Context: an optimization exercise on an open-source flow, tuned for small area and a short achievable clock period. The choices shown serve that exercise and are no tape-out recipe. Function was not checked in any run shown here: the RTL went through the layout flow alone. Power is estimated from default activity; no workload was simulated.

===== flow/design.v =====
module ALU_TOP #(parameter Width = 16)
(
  input  [Width-1:0] A,
  input  [Width-1:0] B,
  input  [3:0]       ALU_FUN,
  input              CLK,
  input              RST,
  output [Width-1:0] Arith_OUT,
  output             Arith_Flag,
  output             Carry_OUT,
  output [Width-1:0] Logic_Out,
  output             Logic_Flag,
  output [Width-1:0] CMP_OUT,
  output             CMP_Flag,
  output             Shift_Flag,
  output [Width-1:0] Shift_OUT
);
  wire mul1 = (ALU_FUN == 4'b0010);
  wire div1 = (ALU_FUN == 4'b0011);
  wire s1 = ~ALU_FUN[2] & (ALU_FUN[0] | ALU_FUN[3]);
  wire [15:0] bx1 = B ^ {16{s1}};
  wire [16:0] bz1;
  assign bz1[0] = 1'b1;
  wire bz1_l0_1 = ~B[14] & ~B[15];
  wire bz1_l0_3 = ~B[12] & ~B[13];
  wire bz1_l0_5 = ~B[10] & ~B[11];
  wire bz1_l0_7 = ~B[8] & ~B[9];
  wire bz1_l0_9 = ~B[6] & ~B[7];
  wire bz1_l0_11 = ~B[4] & ~B[5];
  wire bz1_l0_13 = ~B[2] & ~B[3];
  wire bz1_l0_15 = ~B[0] & ~B[1];
  wire bz1_l1_2 = ~B[13] & bz1_l0_1;
  wire bz1_l1_3 = bz1_l0_3 & bz1_l0_1;
  wire bz1_l1_6 = ~B[9] & bz1_l0_5;
  wire bz1_l1_7 = bz1_l0_7 & bz1_l0_5;
  wire bz1_l1_10 = ~B[5] & bz1_l0_9;
  wire bz1_l1_11 = bz1_l0_11 & bz1_l0_9;
  wire bz1_l1_14 = ~B[1] & bz1_l0_13;
  wire bz1_l1_15 = bz1_l0_15 & bz1_l0_13;
  wire bz1_l2_4 = ~B[11] & bz1_l1_3;
  wire bz1_l2_5 = bz1_l0_5 & bz1_l1_3;
  wire bz1_l2_6 = bz1_l1_6 & bz1_l1_3;
  wire bz1_l2_7 = bz1_l1_7 & bz1_l1_3;
  wire bz1_l2_12 = ~B[3] & bz1_l1_11;
  wire bz1_l2_13 = bz1_l0_13 & bz1_l1_11;
  wire bz1_l2_14 = bz1_l1_14 & bz1_l1_11;
  wire bz1_l2_15 = bz1_l1_15 & bz1_l1_11;
  wire bz1_l3_8 = ~B[7] & bz1_l2_7;
  wire bz1_l3_9 = bz1_l0_9 & bz1_l2_7;
  wire bz1_l3_10 = bz1_l1_10 & bz1_l2_7;
  wire bz1_l3_11 = bz1_l1_11 & bz1_l2_7;
  wire bz1_l3_12 = bz1_l2_12 & bz1_l2_7;
  wire bz1_l3_13 = bz1_l2_13 & bz1_l2_7;
  wire bz1_l3_14 = bz1_l2_14 & bz1_l2_7;
  wire bz1_l3_15 = bz1_l2_15 & bz1_l2_7;
  assign bz1[1] = ~B[15];
  assign bz1[2] = bz1_l0_1;
  assign bz1[3] = bz1_l1_2;
  assign bz1[4] = bz1_l1_3;
  assign bz1[5] = bz1_l2_4;
  assign bz1[6] = bz1_l2_5;
  assign bz1[7] = bz1_l2_6;
  assign bz1[8] = bz1_l2_7;
  assign bz1[9] = bz1_l3_8;
  assign bz1[10] = bz1_l3_9;
  assign bz1[11] = bz1_l3_10;
  assign bz1[12] = bz1_l3_11;
  assign bz1[13] = bz1_l3_12;
  assign bz1[14] = bz1_l3_13;
  assign bz1[15] = bz1_l3_14;
  assign bz1[16] = bz1_l3_15;
  wire r15_a = A[15] & ~mul1;
  wire [0:0] r15_t = r15_a;
  wire [0:0] r15_p = r15_t ^ bx1[0:0];
  wire [0:0] r15_g = r15_t & bx1[0:0];
  wire r15_G1 = r15_g[0] | (r15_p[0] & s1);
  wire [0:0] r15_s;
  assign r15_s[0] = r15_p[0] ^ s1;
  wire r15_c = r15_G1;
  wire r15_sel = (mul1 & A[15]) | (div1 & bz1[15] & r15_c);
  wire [0:0] r15_r = r15_sel ? r15_s : r15_t;
  wire r14_a = A[14] & ~mul1;
  wire [1:0] r14_t = {r15_r[0:0], r14_a};
  wire [1:0] r14_p = r14_t ^ bx1[1:0];
  wire [1:0] r14_g = r14_t & bx1[1:0];
  wire r14_G1 = r14_g[0] | (r14_p[0] & s1);
  wire r14_G2 = r14_g[1] | (r14_p[1] & r14_G1);
  wire [1:0] r14_s;
  assign r14_s[0] = r14_p[0] ^ s1;
  assign r14_s[1] = r14_p[1] ^ r14_G1;
  wire r14_c = r14_G2;
  wire r14_sel = (mul1 & A[14]) | (div1 & bz1[14] & r14_c);
  wire [1:0] r14_r = r14_sel ? r14_s : r14_t;
  wire r13_a = A[13] & ~mul1;
  wire [2:0] r13_t = {r14_r[1:0], r13_a};
  wire [2:0] r13_p = r13_t ^ bx1[2:0];
  wire [2:0] r13_g = r13_t & bx1[2:0];
  wire r13_G1 = r13_g[0] | (r13_p[0] & s1);
  wire r13_G2 = r13_g[2] | (r13_p[2] & r13_g[1]);
  wire r13_P2 = r13_p[2] & r13_p[1];
  wire r13_G3 = r13_G2 | (r13_P2 & r13_G1);
  wire r13_G4 = r13_g[1] | (r13_p[1] & r13_G1);
  wire [2:0] r13_s;
  assign r13_s[0] = r13_p[0] ^ s1;
  assign r13_s[1] = r13_p[1] ^ r13_G1;
  assign r13_s[2] = r13_p[2] ^ r13_G4;
  wire r13_c = r13_G3;
  wire r13_sel = (mul1 & A[13]) | (div1 & bz1[13] & r13_c);
  wire [2:0] r13_r = r13_sel ? r13_s : r13_t;
  wire r12_a = A[12] & ~mul1;
  wire [3:0] r12_t = {r13_r[2:0], r12_a};
  wire [3:0] r12_p = r12_t ^ bx1[3:0];
  wire [3:0] r12_g = r12_t & bx1[3:0];
  wire r12_G1 = r12_g[0] | (r12_p[0] & s1);
  wire r12_G2 = r12_g[2] | (r12_p[2] & r12_g[1]);
  wire r12_P2 = r12_p[2] & r12_p[1];
  wire r12_G3 = r12_G2 | (r12_P2 & r12_G1);
  wire r12_G4 = r12_g[1] | (r12_p[1] & r12_G1);
  wire r12_G5 = r12_g[3] | (r12_p[3] & r12_G3);
  wire [3:0] r12_s;
  assign r12_s[0] = r12_p[0] ^ s1;
  assign r12_s[1] = r12_p[1] ^ r12_G1;
  assign r12_s[2] = r12_p[2] ^ r12_G4;
  assign r12_s[3] = r12_p[3] ^ r12_G3;
  wire r12_c = r12_G5;
  wire r12_sel = (mul1 & A[12]) | (div1 & bz1[12] & r12_c);
  wire [3:0] r12_r = r12_sel ? r12_s : r12_t;
  wire r11_a = A[11] & ~mul1;
  wire [4:0] r11_t = {r12_r[3:0], r11_a};
  wire [4:0] r11_p = r11_t ^ bx1[4:0];
  wire [4:0] r11_g = r11_t & bx1[4:0];
  wire r11_G1 = r11_g[0] | (r11_p[0] & s1);
  wire r11_G2 = r11_g[2] | (r11_p[2] & r11_g[1]);
  wire r11_P2 = r11_p[2] & r11_p[1];
  wire r11_G3 = r11_g[4] | (r11_p[4] & r11_g[3]);
  wire r11_P3 = r11_p[4] & r11_p[3];
  wire r11_G4 = r11_G2 | (r11_P2 & r11_G1);
  wire r11_G5 = r11_G3 | (r11_P3 & r11_G4);
  wire r11_G6 = r11_g[1] | (r11_p[1] & r11_G1);
  wire r11_G7 = r11_g[3] | (r11_p[3] & r11_G4);
  wire [4:0] r11_s;
  assign r11_s[0] = r11_p[0] ^ s1;
  assign r11_s[1] = r11_p[1] ^ r11_G1;
  assign r11_s[2] = r11_p[2] ^ r11_G6;
  assign r11_s[3] = r11_p[3] ^ r11_G4;
  assign r11_s[4] = r11_p[4] ^ r11_G7;
  wire r11_c = r11_G5;
  wire r11_sel = (mul1 & A[11]) | (div1 & bz1[11] & r11_c);
  wire [4:0] r11_r = r11_sel ? r11_s : r11_t;
  wire r10_a = A[10] & ~mul1;
  wire [5:0] r10_t = {r11_r[4:0], r10_a};
  wire [5:0] r10_p = r10_t ^ bx1[5:0];
  wire [5:0] r10_g = r10_t & bx1[5:0];
  wire r10_G1 = r10_g[0] | (r10_p[0] & s1);
  wire r10_G2 = r10_g[2] | (r10_p[2] & r10_g[1]);
  wire r10_P2 = r10_p[2] & r10_p[1];
  wire r10_G3 = r10_g[4] | (r10_p[4] & r10_g[3]);
  wire r10_P3 = r10_p[4] & r10_p[3];
  wire r10_G4 = r10_G2 | (r10_P2 & r10_G1);
  wire r10_G5 = r10_G3 | (r10_P3 & r10_G4);
  wire r10_G6 = r10_g[1] | (r10_p[1] & r10_G1);
  wire r10_G7 = r10_g[3] | (r10_p[3] & r10_G4);
  wire r10_G8 = r10_g[5] | (r10_p[5] & r10_G5);
  wire [5:0] r10_s;
  assign r10_s[0] = r10_p[0] ^ s1;
  assign r10_s[1] = r10_p[1] ^ r10_G1;
  assign r10_s[2] = r10_p[2] ^ r10_G6;
  assign r10_s[3] = r10_p[3] ^ r10_G4;
  assign r10_s[4] = r10_p[4] ^ r10_G7;
  assign r10_s[5] = r10_p[5] ^ r10_G5;
  wire r10_c = r10_G8;
  wire r10_sel = (mul1 & A[10]) | (div1 & bz1[10] & r10_c);
  wire [5:0] r10_r = r10_sel ? r10_s : r10_t;
  wire r9_a = A[9] & ~mul1;
  wire [6:0] r9_t = {r10_r[5:0], r9_a};
  wire [6:0] r9_p = r9_t ^ bx1[6:0];
  wire [6:0] r9_g = r9_t & bx1[6:0];
  wire r9_G1 = r9_g[0] | (r9_p[0] & s1);
  wire r9_G2 = r9_g[2] | (r9_p[2] & r9_g[1]);
  wire r9_P2 = r9_p[2] & r9_p[1];
  wire r9_G3 = r9_g[4] | (r9_p[4] & r9_g[3]);
  wire r9_P3 = r9_p[4] & r9_p[3];
  wire r9_G4 = r9_g[6] | (r9_p[6] & r9_g[5]);
  wire r9_P4 = r9_p[6] & r9_p[5];
  wire r9_G5 = r9_G2 | (r9_P2 & r9_G1);
  wire r9_G6 = r9_G4 | (r9_P4 & r9_G3);
  wire r9_P6 = r9_P4 & r9_P3;
  wire r9_G7 = r9_G6 | (r9_P6 & r9_G5);
  wire r9_G8 = r9_G3 | (r9_P3 & r9_G5);
  wire r9_G9 = r9_g[1] | (r9_p[1] & r9_G1);
  wire r9_G10 = r9_g[3] | (r9_p[3] & r9_G5);
  wire r9_G11 = r9_g[5] | (r9_p[5] & r9_G8);
  wire [6:0] r9_s;
  assign r9_s[0] = r9_p[0] ^ s1;
  assign r9_s[1] = r9_p[1] ^ r9_G1;
  assign r9_s[2] = r9_p[2] ^ r9_G9;
  assign r9_s[3] = r9_p[3] ^ r9_G5;
  assign r9_s[4] = r9_p[4] ^ r9_G10;
  assign r9_s[5] = r9_p[5] ^ r9_G8;
  assign r9_s[6] = r9_p[6] ^ r9_G11;
  wire r9_c = r9_G7;
  wire r9_sel = (mul1 & A[9]) | (div1 & bz1[9] & r9_c);
  wire [6:0] r9_r = r9_sel ? r9_s : r9_t;
  wire r8_a = A[8] & ~mul1;
  wire [7:0] r8_t = {r9_r[6:0], r8_a};
  wire [7:0] r8_p = r8_t ^ bx1[7:0];
  wire [7:0] r8_g = r8_t & bx1[7:0];
  wire r8_G1 = r8_g[0] | (r8_p[0] & s1);
  wire r8_G2 = r8_g[2] | (r8_p[2] & r8_g[1]);
  wire r8_P2 = r8_p[2] & r8_p[1];
  wire r8_G3 = r8_g[4] | (r8_p[4] & r8_g[3]);
  wire r8_P3 = r8_p[4] & r8_p[3];
  wire r8_G4 = r8_g[6] | (r8_p[6] & r8_g[5]);
  wire r8_P4 = r8_p[6] & r8_p[5];
  wire r8_G5 = r8_G2 | (r8_P2 & r8_G1);
  wire r8_G6 = r8_G4 | (r8_P4 & r8_G3);
  wire r8_P6 = r8_P4 & r8_P3;
  wire r8_G7 = r8_G6 | (r8_P6 & r8_G5);
  wire r8_G8 = r8_G3 | (r8_P3 & r8_G5);
  wire r8_G9 = r8_g[1] | (r8_p[1] & r8_G1);
  wire r8_G10 = r8_g[3] | (r8_p[3] & r8_G5);
  wire r8_G11 = r8_g[5] | (r8_p[5] & r8_G8);
  wire r8_G12 = r8_g[7] | (r8_p[7] & r8_G7);
  wire [7:0] r8_s;
  assign r8_s[0] = r8_p[0] ^ s1;
  assign r8_s[1] = r8_p[1] ^ r8_G1;
  assign r8_s[2] = r8_p[2] ^ r8_G9;
  assign r8_s[3] = r8_p[3] ^ r8_G5;
  assign r8_s[4] = r8_p[4] ^ r8_G10;
  assign r8_s[5] = r8_p[5] ^ r8_G8;
  assign r8_s[6] = r8_p[6] ^ r8_G11;
  assign r8_s[7] = r8_p[7] ^ r8_G7;
  wire r8_c = r8_G12;
  wire r8_sel = (mul1 & A[8]) | (div1 & bz1[8] & r8_c);
  wire [7:0] r8_r = r8_sel ? r8_s : r8_t;
  wire r7_a = A[7] & ~mul1;
  wire [8:0] r7_t = {r8_r[7:0], r7_a};
  wire [8:0] r7_p = r7_t ^ bx1[8:0];
  wire [8:0] r7_g = r7_t & bx1[8:0];
  wire r7_G1 = r7_g[0] | (r7_p[0] & s1);
  wire r7_G2 = r7_g[2] | (r7_p[2] & r7_g[1]);
  wire r7_P2 = r7_p[2] & r7_p[1];
  wire r7_G3 = r7_g[4] | (r7_p[4] & r7_g[3]);
  wire r7_P3 = r7_p[4] & r7_p[3];
  wire r7_G4 = r7_g[6] | (r7_p[6] & r7_g[5]);
  wire r7_P4 = r7_p[6] & r7_p[5];
  wire r7_G5 = r7_g[8] | (r7_p[8] & r7_g[7]);
  wire r7_P5 = r7_p[8] & r7_p[7];
  wire r7_G6 = r7_G2 | (r7_P2 & r7_G1);
  wire r7_G7 = r7_G4 | (r7_P4 & r7_G3);
  wire r7_P7 = r7_P4 & r7_P3;
  wire r7_G8 = r7_G7 | (r7_P7 & r7_G6);
  wire r7_G9 = r7_G3 | (r7_P3 & r7_G6);
  wire r7_G10 = r7_G5 | (r7_P5 & r7_G8);
  wire r7_G11 = r7_g[1] | (r7_p[1] & r7_G1);
  wire r7_G12 = r7_g[3] | (r7_p[3] & r7_G6);
  wire r7_G13 = r7_g[5] | (r7_p[5] & r7_G9);
  wire r7_G14 = r7_g[7] | (r7_p[7] & r7_G8);
  wire [8:0] r7_s;
  assign r7_s[0] = r7_p[0] ^ s1;
  assign r7_s[1] = r7_p[1] ^ r7_G1;
  assign r7_s[2] = r7_p[2] ^ r7_G11;
  assign r7_s[3] = r7_p[3] ^ r7_G6;
  assign r7_s[4] = r7_p[4] ^ r7_G12;
  assign r7_s[5] = r7_p[5] ^ r7_G9;
  assign r7_s[6] = r7_p[6] ^ r7_G13;
  assign r7_s[7] = r7_p[7] ^ r7_G8;
  assign r7_s[8] = r7_p[8] ^ r7_G14;
  wire r7_c = r7_G10;
  wire r7_sel = (mul1 & A[7]) | (div1 & bz1[7] & r7_c);
  wire [8:0] r7_r = r7_sel ? r7_s : r7_t;
  reg [15:0]   BXr;   
  reg [6:0]  Alo;
  reg [8:0] Rr;    
  reg [15:7]   Qr;
  reg [1:0]    Fr;
  reg fA, fL, fC, fS;
  always @(posedge CLK) begin
    BXr <= bx1;
    Alo <= A[6:0];
    Rr  <= r7_r;
    Qr  <= {r15_sel, r14_sel, r13_sel, r12_sel, r11_sel, r10_sel, r9_sel, r8_sel, r7_sel};
    Fr  <= ALU_FUN[1:0];
  end
  always @(posedge CLK or negedge RST) begin
    if (!RST) begin
      fA <= 1'b0; fL <= 1'b0; fC <= 1'b0; fS <= 1'b0;
    end else begin
      fA <= (ALU_FUN[3:2] == 2'b00);
      fL <= (ALU_FUN[3:2] == 2'b01);
      fC <= (ALU_FUN[3:2] == 2'b10);
      fS <= (ALU_FUN[3:2] == 2'b11);
    end
  end
  wire add2 = fA & (Fr == 2'b00);
  wire sub2 = fA & (Fr == 2'b01);
  wire mul2 = fA & (Fr == 2'b10);
  wire div2 = fA & (Fr == 2'b11);
  wire sr = Fr[0] | fC;
  wire [16:0] bz2;
  assign bz2[0] = 1'b1;
  wire bz2_l0_1 = BXr[14] & BXr[15];
  wire bz2_l0_3 = BXr[12] & BXr[13];
  wire bz2_l0_5 = BXr[10] & BXr[11];
  wire bz2_l0_7 = BXr[8] & BXr[9];
  wire bz2_l0_9 = BXr[6] & BXr[7];
  wire bz2_l0_11 = BXr[4] & BXr[5];
  wire bz2_l0_13 = BXr[2] & BXr[3];
  wire bz2_l0_15 = BXr[0] & BXr[1];
  wire bz2_l1_2 = BXr[13] & bz2_l0_1;
  wire bz2_l1_3 = bz2_l0_3 & bz2_l0_1;
  wire bz2_l1_6 = BXr[9] & bz2_l0_5;
  wire bz2_l1_7 = bz2_l0_7 & bz2_l0_5;
  wire bz2_l1_10 = BXr[5] & bz2_l0_9;
  wire bz2_l1_11 = bz2_l0_11 & bz2_l0_9;
  wire bz2_l1_14 = BXr[1] & bz2_l0_13;
  wire bz2_l1_15 = bz2_l0_15 & bz2_l0_13;
  wire bz2_l2_4 = BXr[11] & bz2_l1_3;
  wire bz2_l2_5 = bz2_l0_5 & bz2_l1_3;
  wire bz2_l2_6 = bz2_l1_6 & bz2_l1_3;
  wire bz2_l2_7 = bz2_l1_7 & bz2_l1_3;
  wire bz2_l2_12 = BXr[3] & bz2_l1_11;
  wire bz2_l2_13 = bz2_l0_13 & bz2_l1_11;
  wire bz2_l2_14 = bz2_l1_14 & bz2_l1_11;
  wire bz2_l2_15 = bz2_l1_15 & bz2_l1_11;
  wire bz2_l3_8 = BXr[7] & bz2_l2_7;
  wire bz2_l3_9 = bz2_l0_9 & bz2_l2_7;
  wire bz2_l3_10 = bz2_l1_10 & bz2_l2_7;
  wire bz2_l3_11 = bz2_l1_11 & bz2_l2_7;
  wire bz2_l3_12 = bz2_l2_12 & bz2_l2_7;
  wire bz2_l3_13 = bz2_l2_13 & bz2_l2_7;
  wire bz2_l3_14 = bz2_l2_14 & bz2_l2_7;
  wire bz2_l3_15 = bz2_l2_15 & bz2_l2_7;
  assign bz2[1] = BXr[15];
  assign bz2[2] = bz2_l0_1;
  assign bz2[3] = bz2_l1_2;
  assign bz2[4] = bz2_l1_3;
  assign bz2[5] = bz2_l2_4;
  assign bz2[6] = bz2_l2_5;
  assign bz2[7] = bz2_l2_6;
  assign bz2[8] = bz2_l2_7;
  assign bz2[9] = bz2_l3_8;
  assign bz2[10] = bz2_l3_9;
  assign bz2[11] = bz2_l3_10;
  assign bz2[12] = bz2_l3_11;
  assign bz2[13] = bz2_l3_12;
  assign bz2[14] = bz2_l3_13;
  assign bz2[15] = bz2_l3_14;
  assign bz2[16] = bz2_l3_15;
  wire [15:0] Alo16 = {9'b0, Alo};
  wire r6_a = Alo16[6] & ~mul2;
  wire [9:0] r6_t = {Rr[8:0], r6_a};
  wire [9:0] r6_p = r6_t ^ BXr[9:0];
  wire [9:0] r6_g = r6_t & BXr[9:0];
  wire r6_G1 = r6_g[0] | (r6_p[0] & sr);
  wire r6_G2 = r6_g[2] | (r6_p[2] & r6_g[1]);
  wire r6_P2 = r6_p[2] & r6_p[1];
  wire r6_G3 = r6_g[4] | (r6_p[4] & r6_g[3]);
  wire r6_P3 = r6_p[4] & r6_p[3];
  wire r6_G4 = r6_g[6] | (r6_p[6] & r6_g[5]);
  wire r6_P4 = r6_p[6] & r6_p[5];
  wire r6_G5 = r6_g[8] | (r6_p[8] & r6_g[7]);
  wire r6_P5 = r6_p[8] & r6_p[7];
  wire r6_G6 = r6_G2 | (r6_P2 & r6_G1);
  wire r6_G7 = r6_G4 | (r6_P4 & r6_G3);
  wire r6_P7 = r6_P4 & r6_P3;
  wire r6_G8 = r6_G7 | (r6_P7 & r6_G6);
  wire r6_G9 = r6_G3 | (r6_P3 & r6_G6);
  wire r6_G10 = r6_G5 | (r6_P5 & r6_G8);
  wire r6_G11 = r6_g[1] | (r6_p[1] & r6_G1);
  wire r6_G12 = r6_g[3] | (r6_p[3] & r6_G6);
  wire r6_G13 = r6_g[5] | (r6_p[5] & r6_G9);
  wire r6_G14 = r6_g[7] | (r6_p[7] & r6_G8);
  wire r6_G15 = r6_g[9] | (r6_p[9] & r6_G10);
  wire [9:0] r6_s;
  assign r6_s[0] = r6_p[0] ^ sr;
  assign r6_s[1] = r6_p[1] ^ r6_G1;
  assign r6_s[2] = r6_p[2] ^ r6_G11;
  assign r6_s[3] = r6_p[3] ^ r6_G6;
  assign r6_s[4] = r6_p[4] ^ r6_G12;
  assign r6_s[5] = r6_p[5] ^ r6_G9;
  assign r6_s[6] = r6_p[6] ^ r6_G13;
  assign r6_s[7] = r6_p[7] ^ r6_G8;
  assign r6_s[8] = r6_p[8] ^ r6_G14;
  assign r6_s[9] = r6_p[9] ^ r6_G10;
  wire r6_c = r6_G15;
  wire r6_sel = (mul2 & Alo16[6]) | (div2 & bz2[6] & r6_c);
  wire [9:0] r6_r = r6_sel ? r6_s : r6_t;
  wire r5_a = Alo16[5] & ~mul2;
  wire [10:0] r5_t = {r6_r[9:0], r5_a};
  wire [10:0] r5_p = r5_t ^ BXr[10:0];
  wire [10:0] r5_g = r5_t & BXr[10:0];
  wire r5_G1 = r5_g[0] | (r5_p[0] & sr);
  wire r5_G2 = r5_g[2] | (r5_p[2] & r5_g[1]);
  wire r5_P2 = r5_p[2] & r5_p[1];
  wire r5_G3 = r5_g[4] | (r5_p[4] & r5_g[3]);
  wire r5_P3 = r5_p[4] & r5_p[3];
  wire r5_G4 = r5_g[6] | (r5_p[6] & r5_g[5]);
  wire r5_P4 = r5_p[6] & r5_p[5];
  wire r5_G5 = r5_g[8] | (r5_p[8] & r5_g[7]);
  wire r5_P5 = r5_p[8] & r5_p[7];
  wire r5_G6 = r5_g[10] | (r5_p[10] & r5_g[9]);
  wire r5_P6 = r5_p[10] & r5_p[9];
  wire r5_G7 = r5_G2 | (r5_P2 & r5_G1);
  wire r5_G8 = r5_G4 | (r5_P4 & r5_G3);
  wire r5_P8 = r5_P4 & r5_P3;
  wire r5_G9 = r5_G6 | (r5_P6 & r5_G5);
  wire r5_P9 = r5_P6 & r5_P5;
  wire r5_G10 = r5_G8 | (r5_P8 & r5_G7);
  wire r5_G11 = r5_G9 | (r5_P9 & r5_G10);
  wire r5_G12 = r5_G3 | (r5_P3 & r5_G7);
  wire r5_G13 = r5_G5 | (r5_P5 & r5_G10);
  wire r5_G14 = r5_g[1] | (r5_p[1] & r5_G1);
  wire r5_G15 = r5_g[3] | (r5_p[3] & r5_G7);
  wire r5_G16 = r5_g[5] | (r5_p[5] & r5_G12);
  wire r5_G17 = r5_g[7] | (r5_p[7] & r5_G10);
  wire r5_G18 = r5_g[9] | (r5_p[9] & r5_G13);
  wire [10:0] r5_s;
  assign r5_s[0] = r5_p[0] ^ sr;
  assign r5_s[1] = r5_p[1] ^ r5_G1;
  assign r5_s[2] = r5_p[2] ^ r5_G14;
  assign r5_s[3] = r5_p[3] ^ r5_G7;
  assign r5_s[4] = r5_p[4] ^ r5_G15;
  assign r5_s[5] = r5_p[5] ^ r5_G12;
  assign r5_s[6] = r5_p[6] ^ r5_G16;
  assign r5_s[7] = r5_p[7] ^ r5_G10;
  assign r5_s[8] = r5_p[8] ^ r5_G17;
  assign r5_s[9] = r5_p[9] ^ r5_G13;
  assign r5_s[10] = r5_p[10] ^ r5_G18;
  wire r5_c = r5_G11;
  wire r5_sel = (mul2 & Alo16[5]) | (div2 & bz2[5] & r5_c);
  wire [10:0] r5_r = r5_sel ? r5_s : r5_t;
  wire r4_a = Alo16[4] & ~mul2;
  wire [11:0] r4_t = {r5_r[10:0], r4_a};
  wire [11:0] r4_p = r4_t ^ BXr[11:0];
  wire [11:0] r4_g = r4_t & BXr[11:0];
  wire r4_G1 = r4_g[0] | (r4_p[0] & sr);
  wire r4_G2 = r4_g[2] | (r4_p[2] & r4_g[1]);
  wire r4_P2 = r4_p[2] & r4_p[1];
  wire r4_G3 = r4_g[4] | (r4_p[4] & r4_g[3]);
  wire r4_P3 = r4_p[4] & r4_p[3];
  wire r4_G4 = r4_g[6] | (r4_p[6] & r4_g[5]);
  wire r4_P4 = r4_p[6] & r4_p[5];
  wire r4_G5 = r4_g[8] | (r4_p[8] & r4_g[7]);
  wire r4_P5 = r4_p[8] & r4_p[7];
  wire r4_G6 = r4_g[10] | (r4_p[10] & r4_g[9]);
  wire r4_P6 = r4_p[10] & r4_p[9];
  wire r4_G7 = r4_G2 | (r4_P2 & r4_G1);
  wire r4_G8 = r4_G4 | (r4_P4 & r4_G3);
  wire r4_P8 = r4_P4 & r4_P3;
  wire r4_G9 = r4_G6 | (r4_P6 & r4_G5);
  wire r4_P9 = r4_P6 & r4_P5;
  wire r4_G10 = r4_G8 | (r4_P8 & r4_G7);
  wire r4_G11 = r4_G9 | (r4_P9 & r4_G10);
  wire r4_G12 = r4_G3 | (r4_P3 & r4_G7);
  wire r4_G13 = r4_G5 | (r4_P5 & r4_G10);
  wire r4_G14 = r4_g[1] | (r4_p[1] & r4_G1);
  wire r4_G15 = r4_g[3] | (r4_p[3] & r4_G7);
  wire r4_G16 = r4_g[5] | (r4_p[5] & r4_G12);
  wire r4_G17 = r4_g[7] | (r4_p[7] & r4_G10);
  wire r4_G18 = r4_g[9] | (r4_p[9] & r4_G13);
  wire r4_G19 = r4_g[11] | (r4_p[11] & r4_G11);
  wire [11:0] r4_s;
  assign r4_s[0] = r4_p[0] ^ sr;
  assign r4_s[1] = r4_p[1] ^ r4_G1;
  assign r4_s[2] = r4_p[2] ^ r4_G14;
  assign r4_s[3] = r4_p[3] ^ r4_G7;
  assign r4_s[4] = r4_p[4] ^ r4_G15;
  assign r4_s[5] = r4_p[5] ^ r4_G12;
  assign r4_s[6] = r4_p[6] ^ r4_G16;
  assign r4_s[7] = r4_p[7] ^ r4_G10;
  assign r4_s[8] = r4_p[8] ^ r4_G17;
  assign r4_s[9] = r4_p[9] ^ r4_G13;
  assign r4_s[10] = r4_p[10] ^ r4_G18;
  assign r4_s[11] = r4_p[11] ^ r4_G11;
  wire r4_c = r4_G19;
  wire r4_sel = (mul2 & Alo16[4]) | (div2 & bz2[4] & r4_c);
  wire [11:0] r4_r = r4_sel ? r4_s : r4_t;
  wire r3_a = Alo16[3] & ~mul2;
  wire [12:0] r3_t = {r4_r[11:0], r3_a};
  wire [12:0] r3_p = r3_t ^ BXr[12:0];
  wire [12:0] r3_g = r3_t & BXr[12:0];
  wire r3_G1 = r3_g[0] | (r3_p[0] & sr);
  wire r3_G2 = r3_g[2] | (r3_p[2] & r3_g[1]);
  wire r3_P2 = r3_p[2] & r3_p[1];
  wire r3_G3 = r3_g[4] | (r3_p[4] & r3_g[3]);
  wire r3_P3 = r3_p[4] & r3_p[3];
  wire r3_G4 = r3_g[6] | (r3_p[6] & r3_g[5]);
  wire r3_P4 = r3_p[6] & r3_p[5];
  wire r3_G5 = r3_g[8] | (r3_p[8] & r3_g[7]);
  wire r3_P5 = r3_p[8] & r3_p[7];
  wire r3_G6 = r3_g[10] | (r3_p[10] & r3_g[9]);
  wire r3_P6 = r3_p[10] & r3_p[9];
  wire r3_G7 = r3_g[12] | (r3_p[12] & r3_g[11]);
  wire r3_P7 = r3_p[12] & r3_p[11];
  wire r3_G8 = r3_G2 | (r3_P2 & r3_G1);
  wire r3_G9 = r3_G4 | (r3_P4 & r3_G3);
  wire r3_P9 = r3_P4 & r3_P3;
  wire r3_G10 = r3_G6 | (r3_P6 & r3_G5);
  wire r3_P10 = r3_P6 & r3_P5;
  wire r3_G11 = r3_G9 | (r3_P9 & r3_G8);
  wire r3_G12 = r3_G10 | (r3_P10 & r3_G11);
  wire r3_G13 = r3_G3 | (r3_P3 & r3_G8);
  wire r3_G14 = r3_G5 | (r3_P5 & r3_G11);
  wire r3_G15 = r3_G7 | (r3_P7 & r3_G12);
  wire r3_G16 = r3_g[1] | (r3_p[1] & r3_G1);
  wire r3_G17 = r3_g[3] | (r3_p[3] & r3_G8);
  wire r3_G18 = r3_g[5] | (r3_p[5] & r3_G13);
  wire r3_G19 = r3_g[7] | (r3_p[7] & r3_G11);
  wire r3_G20 = r3_g[9] | (r3_p[9] & r3_G14);
  wire r3_G21 = r3_g[11] | (r3_p[11] & r3_G12);
  wire [12:0] r3_s;
  assign r3_s[0] = r3_p[0] ^ sr;
  assign r3_s[1] = r3_p[1] ^ r3_G1;
  assign r3_s[2] = r3_p[2] ^ r3_G16;
  assign r3_s[3] = r3_p[3] ^ r3_G8;
  assign r3_s[4] = r3_p[4] ^ r3_G17;
  assign r3_s[5] = r3_p[5] ^ r3_G13;
  assign r3_s[6] = r3_p[6] ^ r3_G18;
  assign r3_s[7] = r3_p[7] ^ r3_G11;
  assign r3_s[8] = r3_p[8] ^ r3_G19;
  assign r3_s[9] = r3_p[9] ^ r3_G14;
  assign r3_s[10] = r3_p[10] ^ r3_G20;
  assign r3_s[11] = r3_p[11] ^ r3_G12;
  assign r3_s[12] = r3_p[12] ^ r3_G21;
  wire r3_c = r3_G15;
  wire r3_sel = (mul2 & Alo16[3]) | (div2 & bz2[3] & r3_c);
  wire [12:0] r3_r = r3_sel ? r3_s : r3_t;
  wire r2_a = Alo16[2] & ~mul2;
  wire [13:0] r2_t = {r3_r[12:0], r2_a};
  wire [13:0] r2_p = r2_t ^ BXr[13:0];
  wire [13:0] r2_g = r2_t & BXr[13:0];
  wire r2_G1 = r2_g[0] | (r2_p[0] & sr);
  wire r2_G2 = r2_g[2] | (r2_p[2] & r2_g[1]);
  wire r2_P2 = r2_p[2] & r2_p[1];
  wire r2_G3 = r2_g[4] | (r2_p[4] & r2_g[3]);
  wire r2_P3 = r2_p[4] & r2_p[3];
  wire r2_G4 = r2_g[6] | (r2_p[6] & r2_g[5]);
  wire r2_P4 = r2_p[6] & r2_p[5];
  wire r2_G5 = r2_g[8] | (r2_p[8] & r2_g[7]);
  wire r2_P5 = r2_p[8] & r2_p[7];
  wire r2_G6 = r2_g[10] | (r2_p[10] & r2_g[9]);
  wire r2_P6 = r2_p[10] & r2_p[9];
  wire r2_G7 = r2_g[12] | (r2_p[12] & r2_g[11]);
  wire r2_P7 = r2_p[12] & r2_p[11];
  wire r2_G8 = r2_G2 | (r2_P2 & r2_G1);
  wire r2_G9 = r2_G4 | (r2_P4 & r2_G3);
  wire r2_P9 = r2_P4 & r2_P3;
  wire r2_G10 = r2_G6 | (r2_P6 & r2_G5);
  wire r2_P10 = r2_P6 & r2_P5;
  wire r2_G11 = r2_G9 | (r2_P9 & r2_G8);
  wire r2_G12 = r2_G10 | (r2_P10 & r2_G11);
  wire r2_G13 = r2_G3 | (r2_P3 & r2_G8);
  wire r2_G14 = r2_G5 | (r2_P5 & r2_G11);
  wire r2_G15 = r2_G7 | (r2_P7 & r2_G12);
  wire r2_G16 = r2_g[1] | (r2_p[1] & r2_G1);
  wire r2_G17 = r2_g[3] | (r2_p[3] & r2_G8);
  wire r2_G18 = r2_g[5] | (r2_p[5] & r2_G13);
  wire r2_G19 = r2_g[7] | (r2_p[7] & r2_G11);
  wire r2_G20 = r2_g[9] | (r2_p[9] & r2_G14);
  wire r2_G21 = r2_g[11] | (r2_p[11] & r2_G12);
  wire r2_G22 = r2_g[13] | (r2_p[13] & r2_G15);
  wire [13:0] r2_s;
  assign r2_s[0] = r2_p[0] ^ sr;
  assign r2_s[1] = r2_p[1] ^ r2_G1;
  assign r2_s[2] = r2_p[2] ^ r2_G16;
  assign r2_s[3] = r2_p[3] ^ r2_G8;
  assign r2_s[4] = r2_p[4] ^ r2_G17;
  assign r2_s[5] = r2_p[5] ^ r2_G13;
  assign r2_s[6] = r2_p[6] ^ r2_G18;
  assign r2_s[7] = r2_p[7] ^ r2_G11;
  assign r2_s[8] = r2_p[8] ^ r2_G19;
  assign r2_s[9] = r2_p[9] ^ r2_G14;
  assign r2_s[10] = r2_p[10] ^ r2_G20;
  assign r2_s[11] = r2_p[11] ^ r2_G12;
  assign r2_s[12] = r2_p[12] ^ r2_G21;
  assign r2_s[13] = r2_p[13] ^ r2_G15;
  wire r2_c = r2_G22;
  wire r2_sel = (mul2 & Alo16[2]) | (div2 & bz2[2] & r2_c);
  wire [13:0] r2_r = r2_sel ? r2_s : r2_t;
  wire r1_a = Alo16[1] & ~mul2;
  wire [14:0] r1_t = {r2_r[13:0], r1_a};
  wire [14:0] r1_p = r1_t ^ BXr[14:0];
  wire [14:0] r1_g = r1_t & BXr[14:0];
  wire r1_G1 = r1_g[0] | (r1_p[0] & sr);
  wire r1_G2 = r1_g[2] | (r1_p[2] & r1_g[1]);
  wire r1_P2 = r1_p[2] & r1_p[1];
  wire r1_G3 = r1_g[4] | (r1_p[4] & r1_g[3]);
  wire r1_P3 = r1_p[4] & r1_p[3];
  wire r1_G4 = r1_g[6] | (r1_p[6] & r1_g[5]);
  wire r1_P4 = r1_p[6] & r1_p[5];
  wire r1_G5 = r1_g[8] | (r1_p[8] & r1_g[7]);
  wire r1_P5 = r1_p[8] & r1_p[7];
  wire r1_G6 = r1_g[10] | (r1_p[10] & r1_g[9]);
  wire r1_P6 = r1_p[10] & r1_p[9];
  wire r1_G7 = r1_g[12] | (r1_p[12] & r1_g[11]);
  wire r1_P7 = r1_p[12] & r1_p[11];
  wire r1_G8 = r1_g[14] | (r1_p[14] & r1_g[13]);
  wire r1_P8 = r1_p[14] & r1_p[13];
  wire r1_G9 = r1_G2 | (r1_P2 & r1_G1);
  wire r1_G10 = r1_G4 | (r1_P4 & r1_G3);
  wire r1_P10 = r1_P4 & r1_P3;
  wire r1_G11 = r1_G6 | (r1_P6 & r1_G5);
  wire r1_P11 = r1_P6 & r1_P5;
  wire r1_G12 = r1_G8 | (r1_P8 & r1_G7);
  wire r1_P12 = r1_P8 & r1_P7;
  wire r1_G13 = r1_G10 | (r1_P10 & r1_G9);
  wire r1_G14 = r1_G12 | (r1_P12 & r1_G11);
  wire r1_P14 = r1_P12 & r1_P11;
  wire r1_G15 = r1_G14 | (r1_P14 & r1_G13);
  wire r1_G16 = r1_G11 | (r1_P11 & r1_G13);
  wire r1_G17 = r1_G3 | (r1_P3 & r1_G9);
  wire r1_G18 = r1_G5 | (r1_P5 & r1_G13);
  wire r1_G19 = r1_G7 | (r1_P7 & r1_G16);
  wire r1_G20 = r1_g[1] | (r1_p[1] & r1_G1);
  wire r1_G21 = r1_g[3] | (r1_p[3] & r1_G9);
  wire r1_G22 = r1_g[5] | (r1_p[5] & r1_G17);
  wire r1_G23 = r1_g[7] | (r1_p[7] & r1_G13);
  wire r1_G24 = r1_g[9] | (r1_p[9] & r1_G18);
  wire r1_G25 = r1_g[11] | (r1_p[11] & r1_G16);
  wire r1_G26 = r1_g[13] | (r1_p[13] & r1_G19);
  wire [14:0] r1_s;
  assign r1_s[0] = r1_p[0] ^ sr;
  assign r1_s[1] = r1_p[1] ^ r1_G1;
  assign r1_s[2] = r1_p[2] ^ r1_G20;
  assign r1_s[3] = r1_p[3] ^ r1_G9;
  assign r1_s[4] = r1_p[4] ^ r1_G21;
  assign r1_s[5] = r1_p[5] ^ r1_G17;
  assign r1_s[6] = r1_p[6] ^ r1_G22;
  assign r1_s[7] = r1_p[7] ^ r1_G13;
  assign r1_s[8] = r1_p[8] ^ r1_G23;
  assign r1_s[9] = r1_p[9] ^ r1_G18;
  assign r1_s[10] = r1_p[10] ^ r1_G24;
  assign r1_s[11] = r1_p[11] ^ r1_G16;
  assign r1_s[12] = r1_p[12] ^ r1_G25;
  assign r1_s[13] = r1_p[13] ^ r1_G19;
  assign r1_s[14] = r1_p[14] ^ r1_G26;
  wire r1_c = r1_G15;
  wire r1_sel = (mul2 & Alo16[1]) | (div2 & bz2[1] & r1_c);
  wire [14:0] r1_r = r1_sel ? r1_s : r1_t;
  wire r0_a = Alo16[0] & ~mul2;
  wire [15:0] r0_t = {r1_r[14:0], r0_a};
  wire [15:0] r0_p = r0_t ^ BXr[15:0];
  wire [15:0] r0_g = r0_t & BXr[15:0];
  wire r0_G1 = r0_g[0] | (r0_p[0] & sr);
  wire r0_G2 = r0_g[2] | (r0_p[2] & r0_g[1]);
  wire r0_P2 = r0_p[2] & r0_p[1];
  wire r0_G3 = r0_g[4] | (r0_p[4] & r0_g[3]);
  wire r0_P3 = r0_p[4] & r0_p[3];
  wire r0_G4 = r0_g[6] | (r0_p[6] & r0_g[5]);
  wire r0_P4 = r0_p[6] & r0_p[5];
  wire r0_G5 = r0_g[8] | (r0_p[8] & r0_g[7]);
  wire r0_P5 = r0_p[8] & r0_p[7];
  wire r0_G6 = r0_g[10] | (r0_p[10] & r0_g[9]);
  wire r0_P6 = r0_p[10] & r0_p[9];
  wire r0_G7 = r0_g[12] | (r0_p[12] & r0_g[11]);
  wire r0_P7 = r0_p[12] & r0_p[11];
  wire r0_G8 = r0_g[14] | (r0_p[14] & r0_g[13]);
  wire r0_P8 = r0_p[14] & r0_p[13];
  wire r0_G9 = r0_G2 | (r0_P2 & r0_G1);
  wire r0_G10 = r0_G4 | (r0_P4 & r0_G3);
  wire r0_P10 = r0_P4 & r0_P3;
  wire r0_G11 = r0_G6 | (r0_P6 & r0_G5);
  wire r0_P11 = r0_P6 & r0_P5;
  wire r0_G12 = r0_G8 | (r0_P8 & r0_G7);
  wire r0_P12 = r0_P8 & r0_P7;
  wire r0_G13 = r0_G10 | (r0_P10 & r0_G9);
  wire r0_G14 = r0_G12 | (r0_P12 & r0_G11);
  wire r0_P14 = r0_P12 & r0_P11;
  wire r0_G15 = r0_G14 | (r0_P14 & r0_G13);
  wire r0_G16 = r0_G11 | (r0_P11 & r0_G13);
  wire r0_G17 = r0_G3 | (r0_P3 & r0_G9);
  wire r0_G18 = r0_G5 | (r0_P5 & r0_G13);
  wire r0_G19 = r0_G7 | (r0_P7 & r0_G16);
  wire r0_G20 = r0_g[1] | (r0_p[1] & r0_G1);
  wire r0_G21 = r0_g[3] | (r0_p[3] & r0_G9);
  wire r0_G22 = r0_g[5] | (r0_p[5] & r0_G17);
  wire r0_G23 = r0_g[7] | (r0_p[7] & r0_G13);
  wire r0_G24 = r0_g[9] | (r0_p[9] & r0_G18);
  wire r0_G25 = r0_g[11] | (r0_p[11] & r0_G16);
  wire r0_G26 = r0_g[13] | (r0_p[13] & r0_G19);
  wire r0_G27 = r0_g[15] | (r0_p[15] & r0_G15);
  wire [15:0] r0_s;
  assign r0_s[0] = r0_p[0] ^ sr;
  assign r0_s[1] = r0_p[1] ^ r0_G1;
  assign r0_s[2] = r0_p[2] ^ r0_G20;
  assign r0_s[3] = r0_p[3] ^ r0_G9;
  assign r0_s[4] = r0_p[4] ^ r0_G21;
  assign r0_s[5] = r0_p[5] ^ r0_G17;
  assign r0_s[6] = r0_p[6] ^ r0_G22;
  assign r0_s[7] = r0_p[7] ^ r0_G13;
  assign r0_s[8] = r0_p[8] ^ r0_G23;
  assign r0_s[9] = r0_p[9] ^ r0_G18;
  assign r0_s[10] = r0_p[10] ^ r0_G24;
  assign r0_s[11] = r0_p[11] ^ r0_G16;
  assign r0_s[12] = r0_p[12] ^ r0_G25;
  assign r0_s[13] = r0_p[13] ^ r0_G19;
  assign r0_s[14] = r0_p[14] ^ r0_G26;
  assign r0_s[15] = r0_p[15] ^ r0_G15;
  wire r0_c = r0_G27;
  wire r0_sel = (mul2 & Alo16[0]) | (div2 & bz2[0] & r0_c) | add2 | sub2;
  wire r0_rsel = (mul2 & Alo16[0]) | add2 | sub2;
  wire [15:0] r0_r = r0_rsel ? r0_s : r0_t;
  wire [15:0] Ar = {Rr, Alo};    
  assign Arith_OUT  = div2 ? {Qr, r6_sel, r5_sel, r4_sel, r3_sel, r2_sel, r1_sel, r0_sel} : (fA ? r0_r : 16'b0);
  assign Arith_Flag = fA;
  assign Carry_OUT  = add2 & r0_c;
  wire [15:0] lg = r0_t & BXr;
  wire [15:0] lp = r0_t ^ BXr;
  wire [15:0] lo = {16{Fr[1]}} ^ (Fr[0] ? (lg | lp) : lg);
  assign Logic_Out  = fL ? lo : 16'b0;
  assign Logic_Flag = fL;
  wire eq = &(r0_t ^ BXr);
  wire ge = r0_c;
  wire gt = ge & ~eq;
  wire lt = ~ge;
  wire [1:0] cmp = (Fr == 2'b01) ? {1'b0, eq} :
                   (Fr == 2'b10) ? {gt, 1'b0} :
                   (Fr == 2'b11) ? {lt, lt} : 2'b00;
  assign CMP_OUT  = {14'b0, fC ? cmp : 2'b00};
  assign CMP_Flag = fC;
  reg [15:0] sh;
  always @(*) begin
    case (Fr)
      2'b00: sh = Ar >> 1;
      2'b01: sh = Ar << 1;
      2'b10: sh = BXr >> 1;      
      default: sh = BXr << 1;
    endcase
  end
  assign Shift_OUT  = fS ? sh : 16'b0;
  assign Shift_Flag = fS;
endmodule

===== flow/flow/run.sh =====
#!/bin/bash
# The standard layout (standard.sh, all ORFS steps), with three changes:
# - synthesis leaves the adders to abc (ADDER_MAP_FILE empty: no full/half
#   adder cells are extracted; registers are untouched);
# - the ports are buffered with the smallest buffer (buf_1);
# - repair_timing aims for 14 ns of setup slack, which makes it size up the
#   critical paths although the 32 ns clock is met.
# All of the tools' output goes to standard.log; ORFS's own logs stay under
# orfs/logs.
export BUFFER_PORTS_ARGS="-buffer_cell sky130_fd_sc_hd__buf_1"
bash standard.sh ADDER_MAP_FILE= SETUP_SLACK_MARGIN=13.5 finish > standard.log 2>&1

===== flow/standard.sh =====
#!/bin/bash
# synth_recipe.tcl (not shown) runs the flow's synth.tcl, then flattens the netlist and writes it again
# the make line also repeats each setting of config.mk as NAME=value (left out here)
make -C /OpenROAD-flow-scripts/flow DESIGN_CONFIG=/design/flow/config.mk WORK_HOME=/design/flow/orfs CLKGATE_MAP_FILE= SYNTH_SCRIPT=/design/flow/synth_recipe.tcl "${@:-finish}"

===== flow/config.mk =====
export PLATFORM = sky130hd
export DESIGN_NAME = ALU_TOP
export DESIGN_NICKNAME = ALU_TOP
export VERILOG_FILES = /design/flow/design.v
export SDC_FILE = /design/flow/constraint.sdc
export NUM_CORES = 4
export LEC_CHECK = 0
export ABC_AREA = 1
export CAP_MARGIN = 20
export CORE_MARGIN = 2
export CORE_UTILIZATION = 40
export CTS_BUF_LIST = sky130_fd_sc_hd__clkbuf_8
export SLEW_MARGIN = 20

===== flow/constraint.sdc =====
create_clock -name core_clock -period 32.0 [get_ports {CLK}]
set_input_delay 6.4000 -clock core_clock [delete_from_list [all_inputs] [get_ports {CLK}]]
set_output_delay 6.4000 -clock core_clock [all_outputs]
set_load 0.01 [all_outputs]

==> results of run 1 <==
==> repair_timing <==
action / CTS / global route
pin swaps: 1 / 8
gates cloned: 0 / 4
setup endpoints to repair: 18 / 34
endpoints found under the hold margin: 0 / 0
gates resized for setup: 10 / 31
setup buffers: 0 / 18
==> path summary, 6_finish.rpt <==
| check | start | end | slack [ns] |
|---|---|---|---|
| max | BXr[9] | CMP_OUT[0] | 14.39 |
| min | RST | fS | 5.89 |
| max in group asynchronous | RST | fA | 25.93 |
| min in group core_clock | A[5] | Alo[5] | 6.15 |
==> power groups by stage <==
stage | sequential, mW | combinational, mW | clock, mW
after global placement | 0.0805 | 0.292 | 0
after global routing | 0.0805 | 0.343 | 0.0583
after floorplan | 0.0684 | 0.237 | 0
after detailed placement | 0.0806 | 0.293 | 0
final | 0.0802 | 0.307 | 0.0561
after CTS | 0.0793 | 0.295 | 0.0568
==> synthesized netlist by cell type, drive strengths merged <==
library cell  count  share of area
a21boi            6         0.0046
a21oi            79          0.040
a31o              1        0.00083
a31oi             1         0.0012
a41oi             1        0.00083
and2              2         0.0012
and3              2         0.0012
buf              46          0.033
clkbuf           19         0.0067
clkinv            6         0.0021
conb              1        0.00035
dfrtp             4         0.0094
dfxtp            43          0.081
inv             279          0.099
nand2           912           0.34
nand3           282           0.14
nand3b           20          0.014
nand4            13         0.0077
nor2            152          0.056
nor3             11         0.0057
nor3b             1        0.00071
nor4              1        0.00059
o2111ai           3         0.0025
o211ai            6         0.0047
o21a              6         0.0042
o21ai            95          0.047
o21bai            3         0.0021
o221ai           13          0.011
o311ai            1        0.00083
or2               9         0.0053
xnor2            24          0.020
xor2             68          0.056
==> state kept, by name, indices dropped and copies added, names as in the netlist <==
register / flops
fC: 1
fS: 1
Rr: 9
Qr: 9
Alo: 7
fL: 1
fA: 1
Fr: 2
BXr: 16
==> cells in the final DEF (no fill, tap or decap), drive strengths merged, types with 13 or more instances in the layout <==
master,synthesis,final
nand2,912,915
inv,279,279
xnor2,24,24
nand4,13,13
nand3,282,283
nand3b,20,20
xor2,68,68
conb,1,14
a21oi,79,79
buf,46,117
dfxtp,43,43
nor2,152,152
o221ai,13,13
o21ai,95,95
==> area by class of cell <==
type	count	area [µm²]
fillers	2984	14500
inverters	285	1080
well taps	335	419
repair buffers	117	562
clock buffers	5	68.8
multi-input cells	1730	8380
flip-flops and latches	47	971
clock inverters	3	71.3
==> logic make-up (layout without fill, tap and decap cells) <==
group                     Yosys count  count (layout)  share of synthesized area
and+or+nand+nor                  1405            1409                      0.572
buffers and inverters             350             410                      0.141
AOI/OAI and AO/OA                 215             215                      0.120
xor gates and xnor gates           92              92                     0.0760
DFF                                47              47                     0.0906
other                               1              14                   0.000354
==> per-stage QoR <==
step                 util  instances  hold WS (ns)  setup WS [ns]  instance area (µm²)
detailed placement  0.424       2492          6.24          13.19                11000
finish              0.443       2522          5.89          14.39                11600
floorplan               -       2123          6.10          17.36                10700
global placement    0.424       2492          6.23          13.43                11000
global route        0.443       2522          5.91          13.45                11600
CTS                 0.430       2500          5.88          13.59                11200
==> metal layers <==
metal / vias up / wire length [µm] / part of all wire
met2: 515 / 19000 / 0.46
met4: 0 / 1750 / 0.042
met3: 97 / 3090 / 0.075
met1: 6096 / 17500 / 0.42
met5: - / 0 / 0
li1: 6791 / - / -
==> metrics.md, run 1 <==
| Metric | Value |
|---|---|
| Drt pass-1 iters | 7 |
| Antenna Nets Post-Route | 0 |
| Internal power | 0.196 mW |
| H-Tree Depth | 2 |
| CTS clk-pin slew, worst paths | 0.10 ns |
| Vias in the first global route | 11800 |
| Routed length per instance | 16.4 µm |
| Setup violations, final | 0 |
| Comb power frac | 0.692 |
| Number of diodes | 0 |
| Vias per cell | 5.35 |
| Worst hold path type | primary input to async pin |
| Status | finished clean |
| Crit end category | primary output |
| Max_cap viols | 0 |
| Sw power | 0.247 mW |
| CP Depth | 78 |
| RSZ-0062 raised after global routing | false |
| CTS Sinks | 47 |
| Cts bufs inserted | 5 |
| Fmax | 56.8 MHz |
| DR DRC count | 0 |
| CP peak stage delay | 0.82 ns |
| Least-Margin Pin Slew | 1.09 ns |
| GR Overflow Total | 0 |
| P&R area growth vs syn | 8.98% |
| GRT Util Overall | 0.281 |
| Met3 track demand over resource | 0.0402 |
| Crit Path Class | register to primary output |
| Final Cycle Share | 0.550 |
| Crit path launch type | register |
| Peak supply drop | 0.0178 mV |
| Setup Total Neg Slack | 0 ns |
| Largest net degree at the start of global routing | 31 |
| Routed vias | 13500 |
| Final wirelength | 41.3 mm |
| Worst EP required | 25.60 ns |
| Core Footprint | 26100 µm² |
| CTS Hold Bufs | 0 |
| GP Congestion | 0.996 |
| DIE AREA | 27800 µm² |
| First-pass GRT wire length | 62.8 mm |
| Initial core utilization | 0.407 |
| Min Tclk post-route | 17.61 ns |
| Chip height | 167 µm |
| Sequential cell fraction of total power | 0.181 |
| Iter 0 DRT Violations | 1380 |
| Clock root buffer | clkbuf_8 |
| Port-buffer cells | 92 |
| Die Wd | 167 µm |
| Distinct cells, synth | 52 |
| I/O pin total | 107 |
| Worst Path Arrival | 11.21 ns |
| Total Power | 0.443 mW |
| Critical Path Fanout Max | 19 |
| Worst path bufs/invs | 6 |
| Gr busiest metal | met2 |
| Synth Register Bits | 47 |
| Mapped cell area | 10600 µm² |
| Power Density | 38.3 nW/µm² |
| Initial antenna violation count | 0 |
| Post-DP HPWL | 32.7 mm |
| Syn. warnings | 1 |
| Max stage delay cell, worst path | dfxtp_1 |
| Synthesized instance count | 2110 |
| Layout cell share with drive strength beyond 1 | 0.0896 |
| Worst path most repeated cell | nand2_1 |
| Cell family with most CP delay | simple AND/OR/NAND/NOR gates |
| Count of pins over their slew limit | 0 |
| Post-Syn Area per Cell | 5.02 µm² |
| Max clock buf depth | 2 |
| M2 GR Usage | 0.482 |
| CTS tree | done |
| Met1 GRT Util | 0.354 |
| Register area share after synthesis | 0.0906 |
| Final Hold Fails | 0 |
| Clock share of power | 0.127 |
| Rel. slew slack | 0.273 |
| Leak | 6.67 nW |
| Switching Share | 0.557 |
| Final nets | 2224 |
| Num rows | 59 |
==> run 2: changes to the inputs <==
--- a/flow/flow/run.sh
+++ b/flow/flow/run.sh
@@ -9,3 +9,3 @@
 # orfs/logs.
 export BUFFER_PORTS_ARGS="-buffer_cell sky130_fd_sc_hd__buf_1"
-bash standard.sh ADDER_MAP_FILE= SETUP_SLACK_MARGIN=13.5 finish > standard.log 2>&1
+bash standard.sh ADDER_MAP_FILE= SETUP_SLACK_MARGIN=14 finish > standard.log 2>&1
==> metrics.md, run 2 <==
| Metric | Value |
|---|---|
| Status | finished clean |
| Layout cell share with drive strength beyond 1 | 0.109 |
| Ranking of synthesized cells by area | nand2_1, nand3_1, inv_1 |
| Initial core utilization | 0.407 |
| Die Wd | 167 µm |
| Initial antenna violation count | 0 |
| Number of diodes | 0 |
| Routed length per instance | 16.5 µm |
| Power Density | 37.9 nW/µm² |
| CTS Hold Bufs | 0 |
| Chip height | 167 µm |
| Top post-synthesis cells by count | nand2_1, nand3_1, inv_1 |
| First-pass GRT wire length | 63.0 mm |
| Placed cells | 2492 |
| Core Footprint | 26100 µm² |
| Drt pass-1 iters | 6 |
| Final Hold Fails | 0 |
| Most frequent cell after synthesis | nand2_1 |
| CTS Sinks | 47 |
| Mapped cell area | 10600 µm² |
| I/O pin total | 107 |
| Rel. slew slack | 0.251 |
| Post-Syn Area per Cell | 5.02 µm² |
| Max_cap viols | 0 |
| CTS tree | done |
| Most frequent cells in the layout | nand2_1, nand3_1, inv_1 |
| Commonest non-fill, non-tap cell in the layout | nand2_1 |
| Setup Total Neg Slack | 0 ns |
| CTS clk-pin slew, worst paths | 0.10 ns |
| Final Cell Area | 11800 µm² |
| Post-synth EDFFs | 0 |
| Num rows | 59 |
| Largest regs | BXr: 16 flops, Qr: 9 flops, Rr: 9 flops |
| Finished Layout Cells | 2542 |
| Clock root buffer | clkbuf_8 |
| Register area share after synthesis | 0.0906 |
| Port-buffer cells | 92 |
| Critical Path Fanout Max | 15 |
| Count of pins over their slew limit | 0 |
| CP peak stage delay | 0.62 ns |
| GP Congestion | 0.996 |
| Synthesized instance count | 2110 |
| Simple-gate share of the synthesized area | 0.572 |
| Iter 0 DRT Violations | 1189 |
| Post-layout util | 0.454 |
| Peak supply drop | 0.0179 mV |
| Worst hold path type | primary input to async pin |
| Xor and xnor fraction of the mapped netlist area | 0.0760 |
| H-Tree Depth | 2 |
| Routed vias | 13600 |
| Hold slack | 5.89 ns |
| Async SR Flop Fraction | 0.0851 |
| Antenna Nets Post-Route | 0 |
| Leak | 6.79 nW |
| Distinct cells, synth | 52 |
| Main flop type after synthesis | dfxtp_1 |
| Number of flip-flops in the largest register | 16 |
| Max clock buf depth | 2 |
| Post-synthesis mux area share | 0 |
| Final nets | 2244 |
| Cts bufs inserted | 5 |
| Synth Area in Adders | 0 |
| Post-DP Area | 11000 µm² |
| Final wirelength | 41.9 mm |
| Vias in the first global route | 11800 |
| DR DRC count | 0 |
| DIE AREA | 27800 µm² |
| Crit path launch type | register |
| Worst path bufs/invs | 5 |
| Setup slack after layout | 14.82 ns |
| Setup slack at placement | 13.19 ns |
| Total Power | 0.448 mW |
| P&R area growth vs syn | 11.5% |
| Worst path most repeated cell | nand2_1 |
| Crit end category | primary output |
| Worst Path Arrival | 10.78 ns |
| Crit Path Class | register to primary output |
| Min Tclk post-route | 17.18 ns |
| Post-DP HPWL | 32.7 mm |
| Largest family of logic cells by synthesized area | simple AND/OR/NAND/NOR gates |
| Fmax | 58.2 MHz |
| Cell family with most CP delay | simple AND/OR/NAND/NOR gates |
| Max stage delay cell, worst path | dfxtp_1 |
| GR Overflow Total | 0 |
| Largest Register | BXr |
| Vias per cell | 5.37 |
| Synth Area in Compound Gates | 0.120 |
| Syn. warnings | 1 |
| Largest net degree at the start of global routing | 31 |
| Setup violations, final | 0 |
| GRT Util Overall | 0.282 |
| Least-Margin Pin Slew | 1.12 ns |
| Area leader, netlist | nand2_1 |
| Worst EP required | 25.60 ns |
| Synth Register Bits | 47 |
| Final Cycle Share | 0.537 |
| RSZ-0062 raised after global routing | false |
| Top-area cell type share of the netlist area | 0.303 |
[run 2: changes by cell type in the layout (fill, tap and decap cells not counted), sizes merged]
cell / before / now
buf: 117 / 130
nand2: 915 / 921
clkinv: 5 / 7
inv: 279 / 277
clkbuf: 5 / 6
[run 2: final cells by class]
type / count / area (µm²)
timing repair buffer: 131 / 659
tap: 335 / 419
clock buffer: 5 / 68.8
fill: 2957 / 14200
multi-input combinational: 1736 / 8530
inverter: 285 / 1090
sequential: 47 / 978
clock inverter: 3 / 71.3
[run 2: timing repair]
action,4_1_cts,5_1_grt
endpoints found under the setup margin,34,34
cloned,1,9
pin swaps,3,11
setup buffers,3,29
resized for setup,15,60
[run 2: final timing paths]
check | start | end | slack, ns | cells past startpoint
setup / recovery | BXr[11] | Arith_OUT[10] | 14.82 | 81
hold / removal | RST | fS | 5.89 | 1
max in group asynchronous | RST | fA | 25.93 | 1
min in group core_clock | A[5] | Alo[5] | 6.15 | 1
[run 2: routing by layer]
metal / track usage / part of all wire / vias up
met5: 0 / 0 / -
li1: - / - / 6843
met3: 0.0333 / 0.075 / 105
met4: 0.115 / 0.046 / 0
met2: 0.487 / 0.46 / 532
met1: 0.358 / 0.42 / 6160
[run 2: kinds of logic (layout without fill, tap and decap cells)]
family	Yosys count	count (layout)
flops	47	47
other cells	1	14
compound gates	215	215
buf+inv	350	424
simple gates	1405	1415
xor+xnor	92	92
[run 2: where the power goes]
| group | switching [mW] | leakage, nW | internal, mW |
|---|---|---|---|
| Sequential | 0.0156 | 0.412 | 0.0637 |
| Clock | 0.0241 | 0.0703 | 0.0318 |
| Combinational | 0.210 | 6.31 | 0.103 |
| Total | 0.250 | 6.79 | 0.199 |

==> afterwards: timing with drivers on the ports <==
The flow's constraints put no driver on any port. The routed layouts listed below were extracted and timed again, unchanged, in two steps. Step 1: set_driving_cell puts a clkbuf_16 on CLK and a buf_2 on each other input, an assumption about the parent block. Step 2 adds t to the input delays and takes it off the output delays; t is the mean of the earliest and latest rising clock arrival at the registers after step 1. Input paths then give back, and output paths get back, about the clock's delay inside the block. a / b / c = no drivers / after step 1 / after step 2; a / b = the first two.
run	t (ns)	setup slack, ns	hold WS [ns]	worst setup path after step 2	worst register clock-pin slew, ns
run 1	0.357	14.390 / 14.353 / 14.710	5.887 / 5.870 / 6.227	register to output	0.12 / 0.12
run 2	0.353	14.817 / 14.780 / 15.133	5.888 / 5.872 / 6.224	register to output	0.11 / 0.11
After both steps every run listed still meets setup and hold.
